This design comes from an exercise in tuning for small area on the open sky130 flow, not from production work. Function was not checked in any run shown here: the RTL went through the layout flow alone. Power is estimated from default activity; no workload was simulated.

[design/flow/flow/run.sh]
#!/bin/bash
set -o pipefail
bash standard.sh \
  BUFFER_PORTS_ARGS="-buffer_cell sky130_fd_sc_hd__buf_1" \
  RECOVER_POWER=100 \
  CTS_ARGS="-sink_clustering_enable -repair_clock_nets -dont_use_dummy_load" \
  finish > standard.log 2>&1
[design/flow/standard.sh]
#!/bin/bash
# synth_recipe.tcl (not shown) runs the flow's synth.tcl, then flattens the netlist and writes it again
# the make line also repeats each setting of config.mk as NAME=value (left out here)
make -C /OpenROAD-flow-scripts/flow DESIGN_CONFIG=/design/flow/config.mk WORK_HOME=/design/flow/orfs CLKGATE_MAP_FILE= SYNTH_SCRIPT=/design/flow/synth_recipe.tcl "${@:-finish}"
[design/flow/config.mk]
export PLATFORM = sky130hd
export DESIGN_NAME = sync
export DESIGN_NICKNAME = sync
export VERILOG_FILES = /design/flow/design.v
export SDC_FILE = /design/flow/constraint.sdc
export NUM_CORES = 4
export LEC_CHECK = 0
export CAP_MARGIN = 20
export CORE_MARGIN = 2
export CORE_UTILIZATION = 40
export SLEW_MARGIN = 20
[design/flow/constraint.sdc]
create_clock -name core_clock -period 10.0 [get_ports {clk}]
set_input_delay 2.0000 -clock core_clock [delete_from_list [all_inputs] [get_ports {clk}]]
set_output_delay 2.0000 -clock core_clock [all_outputs]
set_load 0.01 [all_outputs]
[design/flow/design.v]
module sync (
  input  wire       clk,
  output reg        hs,
  output reg        vs,
  input  wire       reset,    
  output wire [3:0] R,
  output wire [3:0] G,
  output wire [3:0] B,
  input  wire       btn       
);
  reg        r_q, gh_q, gl_q, b_q;
  assign R = {4{r_q}};
  assign G = {gh_q, gl_q, gh_q, gl_q};
  assign B = {4{b_q}};
  reg [2:0] seg;
  reg [7:0] hc_p;    
  wire [7:0] hc = hc_p ^ 8'b10101010;
  wire s_fp = ~seg[0] & ~seg[2];
  wire s_sy = ~seg[1] & seg[0];
  wire s_bp = ~seg[2] & seg[1];
  wire s_d0 = seg[0] & seg[2];
  wire s_d1 = seg[1] & ~seg[0];
  wire s_d2 = seg[2] & ~seg[1];
  wire line_end = s_d2 & (~hc[6] & ~hc[5] & ~hc[4] & ~hc[3] & hc[1] & hc[0]);
  wire h_end = (s_fp & (~hc[4] & ~hc[1])) | (s_sy & (~hc[4] & hc[3] & ~hc[2] & hc[1] & hc[0])) | (s_bp & (~hc[7] & ~hc[4] & hc[3] & hc[1]))
             | (seg[2] & seg[1] & (hc[7] & ~hc[6] & ~hc[4] & ~hc[3] & ~hc[2] & ~hc[1] & ~hc[0])) | line_end;
  wire [7:0] h_ld = 8'b10111111;
  always @(posedge clk or negedge reset) begin
    if (!reset) seg <= 3'b000;
    else if (h_end) seg <= {seg[1:0], ~seg[2]};
  end
  always @(posedge clk or negedge reset) begin
    if (!reset)     hc_p <= 8'b00010101;
    else if (h_end) hc_p <= h_ld ^ 8'b10101010;
    else            hc_p <= {hc[6:0], ~(hc[7] ^ hc[5] ^ hc[4] ^ hc[3])} ^ 8'b10101010;
  end
  reg [1:0] pvs;    
  wire v_fp = ~pvs[1] & ~pvs[0];
  wire v_sy = ~pvs[1] &  pvs[0];
  wire v_bp =  pvs[1] &  pvs[0];
  wire v_da =  pvs[1] & ~pvs[0];
  reg [9:0] lc;    
  reg f1;              
  wire at_vs = v_fp & (lc[8]) & s_d2 & (~hc[7] & ~hc[6] & ~hc[5] & ~hc[4] & ~hc[3] & hc[1]);
  wire at_bp = v_sy & (lc[0]) & s_d2 & (hc[7] & hc[6] & ~hc[5] & ~hc[4] & ~hc[3] & ~hc[2] & ~hc[0]);
  wire at_da = v_bp & (lc[8] & lc[2] & ~lc[1] & ~lc[0]) & s_d2 & (hc[6] & hc[5] & ~hc[4] & hc[3] & hc[2] & ~hc[1] & ~hc[0]);
  wire at_fp = v_da & (~lc[7] & ~lc[6] & ~lc[5] & lc[4] & ~lc[2] & ~lc[1] & lc[0]) & line_end;
  wire at_x = at_vs | at_bp | at_da;
  reg pend;
  always @(posedge clk or negedge reset) begin
    if (!reset) begin
      pvs  <= 2'b00;
      f1   <= 1'b1;
      pend <= 1'b0;
    end else begin
      if ((at_x & f1) | pend | at_fp) pvs <= {pvs[0], ~pvs[1]};
      pend <= at_x & ~f1;
      if (at_da) f1 <= 1'b0;
    end
  end
  always @(posedge clk or negedge reset) begin
    if (!reset) lc <= 10'd0;
    else if (at_fp) lc <= 10'd0;
    else if (line_end) lc <= {lc[8:0], ~(lc[9] ^ lc[6])};
  end
  reg        cnt, ph, acc;    
  reg [15:0] timer_p;    
  wire [15:0] timer = timer_p ^ 16'haaaa;
  wire t_zero = ~|timer[14:0];
  wire t_end  = timer[15] & t_zero;
  always @(posedge clk or negedge reset) begin
    if (!reset) begin
      cnt <= 1'b0; ph <= 1'b0; acc <= 1'b0;
    end else begin
      acc <= cnt & ph & t_end;
      if (cnt) begin
        if (t_end) begin cnt <= 1'b0; ph <= ~ph; end
      end else if (~acc & (btn == ph)) begin
        cnt <= 1'b1;
      end
    end
  end
  always @(posedge clk) begin
    timer_p <= ({16{cnt}} & {timer[14:0], timer[15] ^ timer[14] ^ timer[12] ^ timer[3] ^ t_zero}) ^ 16'haaaa;
  end
  reg [2:0] flag;    
  always @(posedge clk or negedge reset) begin
    if (!reset) flag <= 3'b000;
    else if (acc)
      case (flag)
        3'b000: flag <= 3'b001;
        3'b001: flag <= 3'b010;
        3'b010: flag <= 3'b011;
        3'b011: flag <= 3'b100;
        3'b100: flag <= 3'b101;
        3'b101: flag <= 3'b110;
        3'b110: flag <= 3'b111;
        3'b111: flag <= 3'b000;
      endcase
  end
  reg [3:0] c0, c1, c2;    
  always @(*) begin
    case (flag)
      3'b000: begin c0 = 4'b0001; c1 = 4'b1111; c2 = 4'b1000; end
      3'b001: begin c0 = 4'b0110; c1 = 4'b1111; c2 = 4'b1000; end
      3'b010: begin c0 = 4'b0110; c1 = 4'b1111; c2 = 4'b1100; end
      3'b011: begin c0 = 4'b0000; c1 = 4'b1110; c2 = 4'b1000; end
      3'b100: begin c0 = 4'b0110; c1 = 4'b1110; c2 = 4'b1000; end
      3'b101: begin c0 = 4'b0001; c1 = 4'b1110; c2 = 4'b1000; end
      3'b110: begin c0 = 4'b0110; c1 = 4'b1111; c2 = 4'b0110; end
      3'b111: begin c0 = 4'b1100; c1 = 4'b1111; c2 = 4'b0110; end
      default: begin c0 = 4'bx; c1 = 4'bx; c2 = 4'bx; end
    endcase
  end
  wire vis = v_da & seg[2];
  wire [3:0] col = {4{vis}} & (s_d0 ? c0 : s_d1 ? c1 : c2);
  always @(posedge clk) begin
    r_q  <= col[3] | (~reset & r_q);
    gh_q <= col[2] | (~reset & gh_q);
    gl_q <= col[1] | (~reset & gl_q);
    b_q  <= col[0] | (~reset & b_q);
    hs   <= ~s_sy & (reset | hs);
    vs   <= ~v_sy & (reset | vs);
  end
endmodule
==> summary.txt, run 1 <==
Synthesis
  • Yosys warns: 1
  • Synthesized net count: 231
  • Average size of a mapped cell: 10.58 um2
  • #FFs+latches synth: 53
  • Fraction of synthesis flops using an asynchronous set or reset pin: 58.49%
  • Prevailing post-synth register cell: dfrtp_1
  • Synth unique cells: 52
  • Cell Area, Synth: 2360 um2
  • Number of synthesized flops with an enable pin: 0
  • Post-Synthesis Cells: 223
  • Seq/Total Area, Yosys: 51.75%

Timing
  • Worst Tran Pin Value: 1.936 ns
  • Clk_skew: 0.02362 ns
  • Hold_ws: 0.3891 ns
  • Final setup viols: 0
  • Headroom to the max-slew limit: -29.05%
  • Fin crit period: 3.706 ns
  • Final Cycle Share: 37.06%
  • RSZ-0062 raised after global routing: no
  • Max Freq: 269.8 MHz
  • Endpoints failing hold: 0
  • TNS Setup: 0 ns
  • Final Max Tran Viols: 38

Critical path
  • Startpoint Class: primary input
  • Required @ worst endpoint: 10.18 ns
  • CP Capture Type: flip-flop
  • Critical path class: in2reg
  • Critical path's largest stage delay: 1.38 ns
  • CP Cell Sequence: clkbuf_2 > clkbuf_1 > nor2b_1 > a41o_1
  • CP bufs+invs: 2
  • Worst-path fanout max: 37
  • Worst EP arrival: 3.89 ns
  • CP top delay family: buffers and inverters
  • Slowest-stage cell, CP: clkbuf_1

Flow run
  • Max-cap violation count: 1

Detailed routing
  • WL per Instance: 13.29 um
  • Iteration count of the initial detailed-routing pass: 4
  • Via count: 1524
  • Remaining DRCs: 0
  • 1st-iter DRT viols: 52
  • Detailed Route WL: 3959 um
  • Final ANT Viol Nets: 0
  • Vias/cell: 5.114

Clock network
  • Hold buffer count at CTS: 0
  • Num Clock Sinks: 53
  • Clock Tree Buf Depth: 2
  • Post-CTS Setup Inserts: 0
  • Worst skew pair latency: 0.31 ns
  • Number of H-tree levels: 2
  • CTS clk-pin slew, worst paths: 0.10 ns
  • CTS buffer count: 5
  • Root buf cell: clkbuf_8
  • CTS tree: done
  • Post-CTS resize count: 0

GRT
  • Total gr overflow: 0
  • Global-route wire length before repair: 6775 um
  • Largest net degree at the start of global routing: 38
  • Grt peak-use layer: met2
  • Total GRT Usage: 13.37%
  • Met3 Use GR: 3.000%
  • GRT met2 Usage: 20.08%
  • Vias in the first global route: 1411
  • Initial antenna violation count: 0
  • Met1 usage: 19.01%

Floorplanning
  • Core ar.: 5608 um2
  • Rows: 27
  • # IOs: 17
  • Starting density of the core: 42.08%
  • Die Area: 6529 um2
  • Die Span X: 80.81 um
  • Die height: 80.81 um

Status
  • Outcome: finished with violations
  • Layout Check Fails: capacitance limit, slew limit

Cells and area
  • Most common cell after layout, fill and taps aside: dfrtp_1
  • Layout cells sized above 1: 6.637%
  • Synthesis-to-finish area growth: 3.499%
  • Post-route cell area: 2442 um2
  • Most frequent cells in the layout: dfrtp_1, dfxtp_1, nand2_1, buf_1, nor2_1
  • NumNets Final: 236
  • Ant diodes: 0

Pwr
  • Leakage: 1.025 nW
  • Worst VDD drop: 0.0001360 V
  • Pwr per Cell Area: 173.2 nW/um2

Placement
  • DP Wirelength: 2752 um
  • Port Buf Inserts: 16
  • Cell area after placement: 2395 um2
  • RD Place Congestion: 0.7974

Worst hold path
  • Worst Hold Class: reg2reg
==> routing by layer <==
| metal | part of all wire (%) | up-vias |
|---|---|---|
| met5 | 0 | - |
| met4 | 0.91 | 0 |
| met3 | 3.1 | 6 |
| met2 | 45 | 22 |
| met1 | 51 | 724 |
| li1 | - | 772 |
==> through the flow <==
stage               utilization [%]  setup slack (ns)  std cells  total power, mW
floorplan                         -             7.515        223           0.3097
global placement              42.70             7.082        293           0.3217
detailed placement            42.70             7.029        293           0.3240
CTS                           43.93             7.149        298           0.4322
global route                  43.55             5.968        298           0.4484
finish                        43.55             6.294        298           0.4229
==> state kept, by name (all words and copies together), names as in the netlist <==
name	flops
vs	1
hc_p	8
lc	10
r_q	1
pvs	2
gh_q	1
acc	1
timer_p	16
ph	1
b_q	1
hs	1
f1	1
cnt	1
pend	1
flag	3
seg	3
gl_q	1
==> cells by family after synthesis <==
family,Yosys count,share of synthesized area [%]
compound gates,34,10.29
mux,9,4.294
flops,53,51.75
fa+ha+maj,5,2.651
buf+inv,29,6.840
simple gates,82,20.10
xor+xnor,11,4.083
==> path summary, 6_finish.rpt <==
| check | from | endpoint | slack [ns] | cells past startpoint |
|---|---|---|---|---|
| worst min-delay path | timer_p[1] | timer_p[2] | 0.39 | 1 |
| worst max-delay path | reset | gl_q | 6.29 | 4 |
| max in group asynchronous | reset | seg[2] | 6.56 | 2 |
| min in group asynchronous | reset | flag[0] | 2.32 | 2 |
| worst max register to register | hc_p[3] | seg[2] | 7.33 | 4 |
| worst min register to register | timer_p[1] | timer_p[2] | 0.39 | 1 |
==> layout make-up <==
| type | instances | area, um2 |
|---|---|---|
| sequential | 53 | 1221 |
| fill | 571 | 3166 |
| clock buffer | 5 | 68.82 |
| inverter | 10 | 37.54 |
| multi-input combinational | 141 | 959.7 |
| timing repair buffer | 17 | 65.06 |
| tap | 72 | 90.09 |
==> synthesized netlist by cell type (all sizes together), types with 3 or more instances <==
cell type | instances | area (um2)
nand2b | 3 | 18.77
mux2 | 6 | 71.31
ha | 5 | 62.56
nor2b | 12 | 75.07
a22o | 5 | 43.79
mux2i | 3 | 30.03
dfxtp | 22 | 440.4
dfrtp | 27 | 675.7
nand2 | 18 | 67.56
o211ai | 3 | 22.52
xnor2 | 8 | 70.07
inv | 10 | 37.54
dfstp | 4 | 105.1
nor4b | 3 | 32.53
nand3 | 7 | 35.03
o21ai | 7 | 35.03
a21oi | 6 | 30.03
nand4 | 5 | 31.28
nor2 | 13 | 48.80
xor2 | 3 | 26.28
buf | 13 | 101.4
clkbuf | 6 | 22.52
==> report_power, final <==
group          total, mW  leakage (nW)  internal [mW]  switching (mW)
logic             0.0483         0.405         0.0291          0.0192
clock network      0.106        0.0359         0.0453          0.0607
registers          0.269         0.583          0.249          0.0200
total              0.423          1.02          0.323          0.0998
==> run 2, diff against run 1 <==
==> design/flow/flow/run.sh (replaced) <==
#!/bin/bash
set -o pipefail
bash standard.sh \
  BUFFER_PORTS_ARGS="-buffer_cell sky130_fd_sc_hd__buf_1" \
  POST_GLOBAL_PLACE_TCL="$PWD/flow/reset_buf.tcl" \
  RECOVER_POWER=100 \
  CTS_ARGS="-sink_clustering_enable -repair_clock_nets -dont_use_dummy_load" \
  finish > standard.log 2>&1
==> design/flow/flow/reset_buf.tcl (new file) <==
# The reset input fans out to every asynchronously reset flip-flop: give its
# port buffer (inserted by buffer_ports) more drive than the other ports' buf_1.
foreach port {reset} {
  foreach pin [get_pins -of_objects [get_nets -of_objects [get_ports $port]]] {
    set inst [get_cells -of_objects $pin]
    puts "port $port: [get_full_name $inst] [get_property $inst ref_name] -> sky130_fd_sc_hd__buf_4"
    replace_cell $inst sky130_fd_sc_hd__buf_4
  }
}
==> run 2 against run 1 <==
The flow now stops in global placement (3_3_place_gp). Area after synthesis is the same. Synthesized cell count did not move.
==> summary.txt, run 2 <==
Synthesis
  • Number of synthesized flops with an enable pin: 0 (unchanged)
  • Synth Area in Compound Gates: 10.29% (unchanged)
  • Fraction of synthesis flops using an asynchronous set or reset pin: 58.49% (unchanged)
  • Area share of fa/ha/maj cells after synthesis: 2.651% (unchanged)
  • Yosys top cell area share: 28.63% (unchanged)
  • Largest family of logic cells by synthesized area: simple AND/OR/NAND/NOR gates
  • Area leader, netlist: dfrtp_1
  • Prevailing post-synth register cell: dfrtp_1
  • Post-Synthesis Cells: 223 (unchanged)
  • Seq/Total Area, Yosys: 51.75% (unchanged)
  • Top post-synthesis cells by area: dfrtp_1, dfxtp_1, dfstp_2
  • Cell Area, Synth: 2360 um2 (unchanged)
  • Simple-Gate Fraction of Synth Area: 20.10% (unchanged)
  • #FFs+latches synth: 53 (unchanged)
  • Synth unique cells: 52 (unchanged)
  • Average size of a mapped cell: 10.58 um2 (unchanged)
  • Top cells by count, synth: dfrtp_1, dfxtp_1, nand2_1
  • Synthesized net count: 231 (unchanged)
  • Top-count cell post-synth: dfrtp_1
  • Yosys warns: 1 (unchanged)
  • Mux contribution to synthesized area: 4.295% (unchanged)
  • Synth Area in XOR/XNOR: 4.083% (unchanged)

Status
  • Err: [ERROR STA-0100] unsupported object type Port.
  • Failed at: global placement (3_3_place_gp)
  • Outcome: did not finish

Placement
  • Port Buf Inserts: 16 (unchanged)

Floorplanning
  • # IOs: 17 (unchanged)
  • Rows: 27 (unchanged)
  • Die Span X: 80.81 um (unchanged)
  • Starting density of the core: 42.08% (unchanged)
  • Die height: 80.81 um (unchanged)
==> run 2: logic make-up after synthesis <==
logic type	after synthesis
and+or+nand+nor	82
DFF	53
AOI/OAI and AO/OA	34
buffers and inverters	29
xor gates and xnor gates	11
muxes	9
adders and majority gates	5
==> run 3, diff against run 2 <==
==> design/flow/flow/reset_buf.tcl (replaced) <==
# The reset input fans out to every asynchronously reset flip-flop: give its
# port buffer (inserted by buffer_ports) more drive than the other ports' buf_1.
foreach pin [get_pins -of_objects [get_nets reset]] {
  if {[get_property $pin direction] != "input"} { continue }
  set inst [get_cells -of_objects $pin]
  puts "reset port buffer [get_full_name $inst] [get_property $inst ref_name] -> sky130_fd_sc_hd__buf_4"
  replace_cell $inst sky130_fd_sc_hd__buf_4
}
==> run 3 against run 2 <==
Now fails the layout checks on capacitance limit, slew limit. Area after synthesis unchanged. Synthesized cell count unchanged.
==> summary.txt, run 3 <==
Clock network
  • Clock Tree Buf Depth: 2
  • Num Clock Sinks: 53
  • Post-CTS Setup Inserts: 0
  • CTS clk-pin slew, worst paths: 0.10 ns
  • Number of H-tree levels: 2
  • Root buf cell: clkbuf_8
  • CTS buffer count: 5
  • Post-CTS resize count: 0
  • CTS tree: done
  • Worst skew pair latency: 0.31 ns
  • Hold buffer count at CTS: 0

Critical path
  • Worst EP arrival: 3.89 ns
  • R2R Path Start: hc_p[1]
  • Startpoint Class: primary input
  • CP Capture Type: flip-flop
  • Crit path from: reset
  • Worst-path fanout max: 37
  • Required @ worst endpoint: 10.19 ns
  • Critical path class: in2reg

Pwr
  • Net Sw Frac: 23.91%
  • Combinational fraction of design power: 11.5%
  • Switching power: 101.8 uW
  • Internal power: 323.9 uW
  • Power share of the clock group: 25.4%
  • Leakage: 1.023 nW
  • Sequential power share: 63.2%
  • Worst VDD drop: 0.0001310 V
  • Pwr per Cell Area: 174.1 nW/um2

Detailed routing
  • Detailed Route WL: 3976 um
  • Remaining DRCs: 0
  • Iteration count of the initial detailed-routing pass: 4
  • Final ANT Viol Nets: 0
  • 1st-iter DRT viols: 57
  • WL per Instance: 13.34 um
  • Via count: 1539
  • Vias/cell: 5.164

Status
  • Layout Check Fails: capacitance limit, slew limit
  • Outcome: finished with violations

Placement
  • Port Buf Inserts: 16 (unchanged)
  • DP Wirelength: 2719 um
  • Cell area after placement: 2397 um2
  • Dpl cells: 293

Worst hold path
  • Worst Hold Class: reg2reg
  • Hold path start: timer_p[8]

Timing
  • Headroom to the max-slew limit: -27.80%
  • Fin crit period: 3.698 ns
  • Final Cycle Share: 36.98%
  • RSZ-0062 raised after global routing: no
  • Max Freq: 270.4 MHz
  • Clk_skew: 0.01666 ns
  • Final setup viols: 0
  • Endpoints failing hold: 0
  • Final Max Tran Viols: 38
  • Worst Tran Pin Value: 1.917 ns
  • TNS Setup: 0 ns

Synthesis
  • Post-Synthesis Cells: 223 (unchanged)
  • Synthesized net count: 231 (unchanged)
  • Prevailing post-synth register cell: dfrtp_1
  • Yosys warns: 1 (unchanged)
  • #FFs+latches synth: 53 (unchanged)
  • Number of synthesized flops with an enable pin: 0 (unchanged)
  • Yosys top cell area share: 28.63% (unchanged)
  • Area leader, netlist: dfrtp_1
  • Cell Area, Synth: 2360 um2 (unchanged)
  • Fraction of synthesis flops using an asynchronous set or reset pin: 58.49% (unchanged)
  • Top-count cell post-synth: dfrtp_1
  • Average size of a mapped cell: 10.58 um2 (unchanged)
  • Top cells by count, synth: dfrtp_1, dfxtp_1, nand2_1
  • Synth unique cells: 52 (unchanged)
  • Seq/Total Area, Yosys: 51.75% (unchanged)
  • Top post-synthesis cells by area: dfrtp_1, dfxtp_1, dfstp_2

Cells and area
  • Ant diodes: 0
  • Most frequent cells in the layout: dfrtp_1, dfxtp_1, nand2_1, buf_1, nor2_1
  • Post-route cell area: 2445 um2
  • Max reg flops: 16
  • Non-Filler Instances: 298
  • Storage cell area: 1221 um2
  • NumNets Final: 236
  • Synthesis-to-finish area growth: 3.605%
  • Most common cell after layout, fill and taps aside: dfrtp_1
  • Layout cells sized above 1: 6.195%
  • Area of the multi-input gates: 959.7 um2
  • Fillers: 566
  • Largest register by flop count: timer_p
  • Largest registers: timer_p x16, lc x10, hc_p x8

Floorplanning
  • Starting density of the core: 42.08% (unchanged)
  • Die Area: 6529 um2
  • Die Span X: 80.81 um (unchanged)
  • Die height: 80.81 um (unchanged)
  • Rows: 27 (unchanged)
  • # IOs: 17 (unchanged)
  • Core ar.: 5608 um2

GRT
  • Total GRT Usage: 13.37%
  • Total gr overflow: 0
  • Met1 usage: 18.92%
  • Met3 Use GR: 3.000%
  • GRT met2 Usage: 19.92%
  • Largest net degree at the start of global routing: 38
  • Vias in the first global route: 1406
  • Global-route wire length before repair: 6713 um
  • Grt peak-use layer: met2
  • Initial antenna violation count: 0

Flow run
  • Max-cap violation count: 1
-- run 3: cell counts after synthesis --
Identical to the previous run, type by type.
-- run 3: path summary, 6_finish.rpt --
path | slack, ns | cells after the start | endpoint
max | 6.30 | 4 | gl_q
min | 0.39 | 1 | timer_p[9]
max reg2reg | 7.38 | 4 | seg[2]
min reg2reg | 0.39 | 1 | timer_p[9]
max in group asynchronous | 6.56 | 2 | hc_p[3]
min in group asynchronous | 2.34 | 2 | ph
-- run 3: cell families (layout without fill, tap and decap cells) --
logic type	Yosys count	after routing	share of synthesized area, %
flops	53	53	51.75
compound gates	34	34	10.29
fa+ha+maj	5	5	2.651
xor+xnor	11	11	4.083
simple gates	82	82	20.10
buf+inv	29	32	6.840
mux	9	9	4.294
-- run 3: power by group through the flow --
stage | Combinational, mW | Sequential, mW | Clock, mW
6_report | 0.0488 | 0.269 | 0.108
5_1_grt | 0.0545 | 0.274 | 0.120
4_1_cts | 0.0504 | 0.269 | 0.114
3_5_place_dp | 0.0505 | 0.274 | 0
3_3_place_gp | 0.0478 | 0.274 | 0
2_1_floorplan | 0.0425 | 0.267 | 0
-- run 3: cell type report --
class | instances | share of cell area, %
Clock buffer | 5 | 2.815
Inverter | 10 | 1.535
Multi-Input combinational cell | 141 | 39.25
Sequential cell | 53 | 49.95
Tap cell | 72 | 3.685
Timing Repair Buffer | 17 | 2.764
-- run 3: worst max-delay path, cell delays in order --
cell,delay [ns]
clkbuf_4,0.09
clkbuf_1,1.37
nor2b_1,0.13
a41o_1,0.28
-- run 3: layer usage --
layer | vias to the layer above | wire length [um]
met5 | - | 0
met1 | 731 | 2083
li1 | 773 | -
met2 | 27 | 1710
met4 | 0 | 61
met3 | 8 | 119
-- run 3: stage by stage --
stage          hold slack, ns  utilization [%]  setup WS [ns]  power, mW
2_1_floorplan          0.3608                -          7.515     0.3097
3_3_place_gp           0.3656            42.70          7.082     0.3217
3_5_place_dp           0.3693            42.75          7.029     0.3240
4_1_cts                0.3943            43.98          7.138     0.4337
5_1_grt                0.4085            43.60          5.928     0.4484
6_report               0.3926            43.60          6.302     0.4257

re-timing with driven ports:
The results above use ideal ports. As a check the final layouts listed here were re-extracted and re-timed, cells and wires unchanged.
Step 1 (the two cells are an assumption about what drives the block):
set clk [get_ports {clk}]
set_driving_cell -lib_cell sky130_fd_sc_hd__clkbuf_16 $clk
set_driving_cell -lib_cell sky130_fd_sc_hd__buf_2 [delete_from_list [all_inputs] $clk]
Step 2 also shifts input and output timing later by t, the mid clock arrival at the registers, as if the neighbouring blocks saw the same clock.
Slacks: ideal ports / drivers / drivers and shift; pairs: ideal ports / drivers.
| run | t, ns | slack for setup (ns) | worst register clock-pin slew, ns | worst data-port slew with drivers (ns) |
|---|---|---|---|---|
| run 1 | 0.320 | 6.294 / 6.298 / 5.978 | 0.10 / 0.10 | 0.03 |
| run 3 | 0.324 | 6.302 / 6.307 / 5.983 | 0.10 / 0.10 | 0.03 |
For run 3, which loses most, drivers alone change the setup slack by +0.005 ns; drivers and shift together by -0.319 ns.
